This design comes from an exercise in tuning for small area, a short achievable clock period and few clock cycles on the open sky130 flow, not from production work. Only simulation tests tie the RTL to the original design; equivalence was not proved.

==> flow/design.v <==
`timescale 1ns/100ps
`default_nettype none
module milestone(
	input logic Clock,
	input logic resetn,
	input logic [15:0] SRAM_read_data,
	input logic m1start,
	output logic [17:0] SRAM_address,
	output logic [15:0] SRAM_write_data,
	output logic SRAM_we_n,
	output logic m1end);
localparam logic [17:0] RGB_BASE = 18'd146944;
logic        run;
logic [2:0]  ph;
logic signed [16:0] ycnt;    
logic [7:0]  col;            
logic [17:0] rgb_next;
logic [7:0]  wu [0:6];       
logic [7:0]  wv [0:6];       
logic [15:0] yw;             
logic signed [9:0] uo, vo;   
logic        uq, vq;         
logic signed [11:0] rs, gs, bs;  
logic        sqv, squ;        
logic [7:0]  b0h;            
logic [7:0] t0, t1, t2, t3, t4, t5;
logic [7:0] f [0:5];
always_comb begin
	for (int i = 0; i < 6; i++) f[i] = (ph == 3'd0) ? wu[i] : wv[i];
	t0 = f[0]; t1 = f[1]; t2 = f[2]; t3 = f[3]; t4 = f[4]; t5 = f[5];
	if (col == 8'd0) begin t0 = f[2]; t1 = f[2]; end
	if (col == 8'd1) t0 = f[1];
	if (col == 8'd157) t5 = f[4];
	if (col == 8'd158) begin t4 = f[3]; t5 = f[3]; end
	if (col == 8'd159) begin t3 = f[2]; t4 = f[2]; t5 = f[2]; end
end
logic [8:0] fa, fb, fc;
logic signed [17:0] fs;
assign fa = t0 + t5;
assign fb = t1 + t4;
assign fc = t2 + t3;
assign fs = $signed({9'd0, fa}) * 18'sd21 - $signed({9'd0, fb}) * 18'sd52
          + $signed({9'd0, fc}) * 18'sd159 + 18'sd128;
logic [7:0] cy;
logic signed [9:0] cu, cv;
logic cqu, cqv;
always_comb begin
	if (ph == 3'd1) begin
		cy = yw[15:8]; cu = {2'b00, wu[2]}; cv = {2'b00, wv[1]}; cqu = 1'b0; cqv = 1'b0;
	end else begin
		cy = yw[7:0]; cu = uo; cv = vo; cqu = uq; cqv = vq;
	end
end
logic signed [27:0] rsum, gsum, bsum;
logic signed [27:0] py;
assign py   = $signed({20'd0, cy}) * 28'sd76284;
assign rsum = py + cv * 28'sd104595 - 28'sd14608704;
assign gsum = py - cu * 28'sd25624 - cv * 28'sd53281 + 28'sd8879296;
assign bsum = py + cu * 28'sd132251 - 28'sd18148672;
function automatic logic [7:0] clip(input logic signed [11:0] s, input logic [7:0] k);
	logic [7:0] top;
	top = {{4{s[11]}}, s[11:8]} + k;
	if (top[7]) clip = 8'd0;
	else if (top[6:0] != 7'd0) clip = 8'd255;
	else clip = s[7:0];
endfunction
logic [7:0] cr, cg, cb;
assign cr = clip(rs, sqv ? 8'h93 : 8'h00);
assign cg = clip(gs, (squ ? 8'hE8 : 8'h00) + (sqv ? 8'hDF : 8'h00));
assign cb = clip(bs, squ ? 8'h9B : 8'h00);
always_ff @(posedge Clock or negedge resetn) begin
	if (~resetn) begin
		run <= 1'b0;
		SRAM_we_n <= 1'b1;
		m1end <= 1'b0;
	end else if (!run) begin
		if (m1start) begin
			run <= 1'b1;
			m1end <= 1'b0;
		end
	end else begin
		if (ph == 3'd2) SRAM_we_n <= (ycnt <= 17'sd0);
		if (ph == 3'd0) begin
			SRAM_we_n <= 1'b1;
			if (!SRAM_we_n && (&SRAM_address)) begin
				run <= 1'b0;
				m1end <= 1'b1;
			end
		end
	end
end
always_ff @(posedge Clock) begin
	if (!run) begin
		if (m1start) begin
			ph <= 3'd2;
			ycnt <= -17'sd4;
			col <= 8'd156;
			rgb_next <= RGB_BASE;
			SRAM_address <= 18'd57600;
		end
	end else begin
		ph <= (ph == 3'd4) ? 3'd0 : ph + 3'd1;
		case (ph)
			3'd0: begin
				SRAM_address <= {ycnt[16], ycnt};
				if (!SRAM_we_n) rgb_next <= SRAM_address + 18'd1;
				col <= (col == 8'd159) ? 8'd0 : col + 8'd1;
			end
			3'd1: SRAM_address <= {{2{ycnt[16]}}, ycnt[16:1]} + (ycnt[0] ? 18'd38402 : 18'd57602);
			3'd2: begin
				SRAM_address <= rgb_next;
				ycnt <= ycnt + 17'sd1;
			end
			default: SRAM_address <= SRAM_address + 18'd1;
		endcase
	end
end
always_ff @(posedge Clock) begin
	if (ph == 3'd0) begin
		uo <= fs[17:8];
		uq <= fs[17];
	end
	if (ph == 3'd2) begin
		vo <= fs[17:8];
		vq <= fs[17];
	end
	if (ph == 3'd3) yw <= SRAM_read_data;
	if (ph == 3'd4) begin
		if (!ycnt[0]) begin
			for (int i = 0; i < 5; i++) wu[i] <= wu[i+1];
			wu[5] <= SRAM_read_data[15:8];
			wu[6] <= SRAM_read_data[7:0];
			for (int i = 0; i < 6; i++) wv[i] <= wv[i+1];
		end else begin
			for (int i = 0; i < 6; i++) wu[i] <= wu[i+1];
			for (int i = 0; i < 5; i++) wv[i] <= wv[i+1];
			wv[5] <= SRAM_read_data[15:8];
			wv[6] <= SRAM_read_data[7:0];
		end
	end
	if (ph == 3'd1 || ph == 3'd2) begin
		rs <= rsum[27:16]; gs <= gsum[27:16]; bs <= bsum[27:16];
		sqv <= cqv; squ <= cqu;
	end
	case (ph)
		3'd2: begin SRAM_write_data <= {cr, cg}; b0h <= cb; end
		3'd3: SRAM_write_data <= {b0h, cr};
		3'd4: SRAM_write_data <= {cg, cb};
		default: ;
	endcase
end
endmodule
==> flow/run.sh <==
#!/bin/bash
# synth_recipe.tcl (not shown) runs the flow's synth.tcl, then flattens the netlist and writes it again
# the make line also repeats each setting of config.mk as NAME=value (left out here)
make -C /OpenROAD-flow-scripts/flow DESIGN_CONFIG=/design/flow/config.mk WORK_HOME=/design/flow/orfs CLKGATE_MAP_FILE= SYNTH_SCRIPT=/design/flow/synth_recipe.tcl finish
==> flow/config.mk <==
export PLATFORM = sky130hd
export DESIGN_NAME = milestone
export DESIGN_NICKNAME = milestone
export VERILOG_FILES = /design/flow/design.v
export SDC_FILE = /design/flow/constraint.sdc
export NUM_CORES = 4
export LEC_CHECK = 0
export CAP_MARGIN = 20
export CORE_MARGIN = 2
export CORE_UTILIZATION = 40
export SLEW_MARGIN = 20
==> flow/constraint.sdc <==
create_clock -name core_clock -period 13.0 [get_ports {Clock}]
set_input_delay 2.6000 -clock core_clock [delete_from_list [all_inputs] [get_ports {Clock}]]
set_output_delay 2.6000 -clock core_clock [all_outputs]
set_load 0.01 [all_outputs]
==> flow_summary.json <==
{
  "status": "complete, no violations",
  "rsz0062_at_grt": "false",
  "antenna_found_initial": 4,
  "reg2reg_from": "ph[1]",
  "final_cell_mix": "603 x ha_1, 598 x inv_1, 274 x edfxtp_1",
  "cap_violations": 0,
  "required_ns": 13.32,
  "post-route-period-util_pct": 80.1,
  "synth_area_per_cell_um2": 10.4,
  "critPathLaunch": "ph[1]",
  "crit_fanout": 21,
  "clock_skew_ns": 0.0211,
  "synth_ff_type": "edfxtp_1",
  "io_buffers": 54,
  "hpwl_um": 61700,
  "drt-vias-per-instance": 5.06,
  "numCtsBuffers": 29,
  "die_x_um": 283,
  "clock_sinks": 277,
  "drc": 0,
  "start_util_pct": 40.3,
  "hold_path_startpoint": "wv[2][6]",
  "grt_pass1_vias": 21200,
  "place_congestion": 0.940,
  "crit_type": "reg2reg",
  "ys_seq_area_share_pct": 26.7,
  "vias": 20800,
  "final-max-slew-violation-count": 0,
  "track_usage_pct": 18.7,
  "hold_path.class": "reg2reg",
  "cts_setup_buffers": 0,
  "clockBufferDepth": 3,
  "core_um2": 77300,
  "finalSetupViolCount": 0,
  "crit_path_end_kind": "flip-flop",
  "busiest_layer": "met2",
  "arrival_ns": 10.73,
  "ys_warn_count": 4,
  "ys_seq_elements": 277,
  "reg2reg_slack_ns": 2.59,
  "chipHeight_um": 283,
  "path_buf_inv": 9,
  "slew_headroom_pct": 32.6,
  "synth-edff-count": 274,
  "finalNonFillerCells": 4118,
  "h-tree-depth": 1,
  "syn-cell-area_um2": 31200,
  "path_delay_family": "adder cells",
  "ys_types": 80,
  "grt.met3_usage_pct": 2.38,
  "grt_pass1_wl_um": 118000,
  "path_clk_slew_ns": 0.07,
  "fmax_mhz": 96.1,
  "ctsResizeCount": 0,
  "critPathMaxStageDelay_ns": 0.67,
  "cp_slowest_cell": "fa_1",
  "async_flop_share_pct": 1.08,
  "rr_endpoint": "rs[11]",
  "min_path_cells": 0,
  "cp_common_cell": "inv_1",
  "drtIter0Drc": 1366,
  "startpoint_type": "flip-flop",
  "hold_viol": 0,
  "clk_latency_ns": 0.60,
  "dp_cells": 4064,
  "synth_nets": 3867,
  "wl_um": 74400,
  "grt_max_degree": 52,
  "rows": 102,
  "pin_count": 55,
  "grt.overflow.total": 0,
  "whs_endpoint": "wv[1][6]",
  "ant_nets": 0,
  "grtUsageMet2_pct": 31.2,
  "tns_ns": 0,
  "wl_per_cell_um": 18.1,
  "final_common_cell": "ha_1",
  "final.min_clock_period_ns": 10.41,
  "finish.net_count": 3930,
  "met1_usage_pct": 25.4,
  "drive_gt1_share_pct": 4.16,
  "root_buffer": "clkbuf_16",
  "first_pass_iters": 5,
  "worst_pin_slew_ns": 1.01,
  "cts_tree": "done",
  "syn2layout_area_growth_pct": 8.80,
  "r2r_cells": 36,
  "syn-instance-count": 2992,
  "die_area_um2": 80100,
  "cts_hold_buf": 0
}
## worst reg2reg max path, delay by kind of cell (launching register included)
kind	cells	cell delay (ns)
fa+ha+maj	12	5.13
mux	1	0.31
compound gates	8	1.56
simple gates	4	1.15
buf+inv	9	0.80
flops	1	0.41
xor+xnor	2	0.76
## flip-flops by register name, indices dropped and copies added (netlist names), 12 cells and up
name and count:
wu 56, wv 56, SRAM_address 18, rgb_next 18
ycnt 17, SRAM_write_data 16, yw 16, bs 12
gs 12, rs 12
## logic make-up after synthesis
kind of cell / synth area share, %
AO/OA/AOI/OAI: 9.26
XOR/XNOR: 5.12
adder cells (fa/ha/maj): 40.5
buffers and inverters: 7.83
flip-flops: 26.7
multiplexers: 3.08
AND/OR/NAND/NOR: 7.59
## Yosys cell counts, drive strengths merged (32+ instances only)
master  number  area (µm²)
xnor2      109         955
nor2       141         529
o21bai      32         240
edfxtp     274        8230
clkbuf      34         128
ha         603        7540
o21ai       60         304
nand3       45         225
mux2i       35         350
inv        600        2250
fa         253        5060
a21o        46         347
xor2        73         639
nand2      196         736
a21oi      150         770
## how the worst max path moves through the flow
stage / depth (start not counted) / to / slack (ns)
global placement: 36 / rs[11] / 2.80
finish: 36 / rs[11] / 2.59
CTS: 36 / rs[11] / 2.56
detailed placement: 36 / rs[11] / 2.60
floorplan: 38 / rs[11] / 3.44
global route: 36 / rs[11] / 1.87
## metrics by stage
step	hold slack (ns)	cell area [µm²]	util (%)	worst slack (ns)
6_report	0.442	33900	43.8	2.59
5_1_grt	0.454	33900	43.8	1.87
4_1_cts	0.443	33900	43.8	2.56
3_5_place_dp	0.433	33000	42.7	2.60
3_3_place_gp	0.429	33000	42.7	2.80
2_1_floorplan	0.421	31200	-	3.44
## cell type report
| class | instances | area, µm² |
|---|---|---|
| repair buffers | 79 | 728 |
| clock buffers | 35 | 748 |
| well taps | 1040 | 1300 |
| diodes | 1 | 2.50 |
| inverters | 600 | 2250 |
| fillers | 7438 | 43400 |
| multi-input cells | 2068 | 20400 |
| flip-flops and latches | 277 | 8300 |
| clock inverters | 18 | 131 |
## metal layers
layer  part of all wire [%]  up-vias  wire length (µm)
met4                    3.2        4              2350
li1                       -    10300                 -
met5                  0.035        -                26
met2                     47      381             34600
met1                     46    10000             34300
met3                    4.1      120              3070
Testbench counts, summed over its fixed seeds: cycles 576,075.

-- port drivers added, routing unchanged --
The results above use ideal ports. As a check the final layout listed here was re-extracted and re-timed, cells and wires unchanged.
Step 1, drivers: a clkbuf_16 drives Clock and a buf_2 each remaining input, both assumed.
Step 2 also shifts input and output timing later by t, the mid clock arrival at the registers, as if the neighbouring blocks saw the same clock.
Slacks: ideal / step 1 / step 2; pairs: ideal / step 1.
shift t [ns]: 0.643
setup WS [ns]: 2.590 / 2.590 / 2.590
worst hold slack (ns): 0.442 / 0.442 / 0.442
worst setup path at the end: register to register
slew at the worst register clock pin (ns): 0.07 / 0.07
After both steps this run still meets setup and hold. The setup slack of this run moves by 0.000 ns with the drivers and by 0.000 ns with both steps.
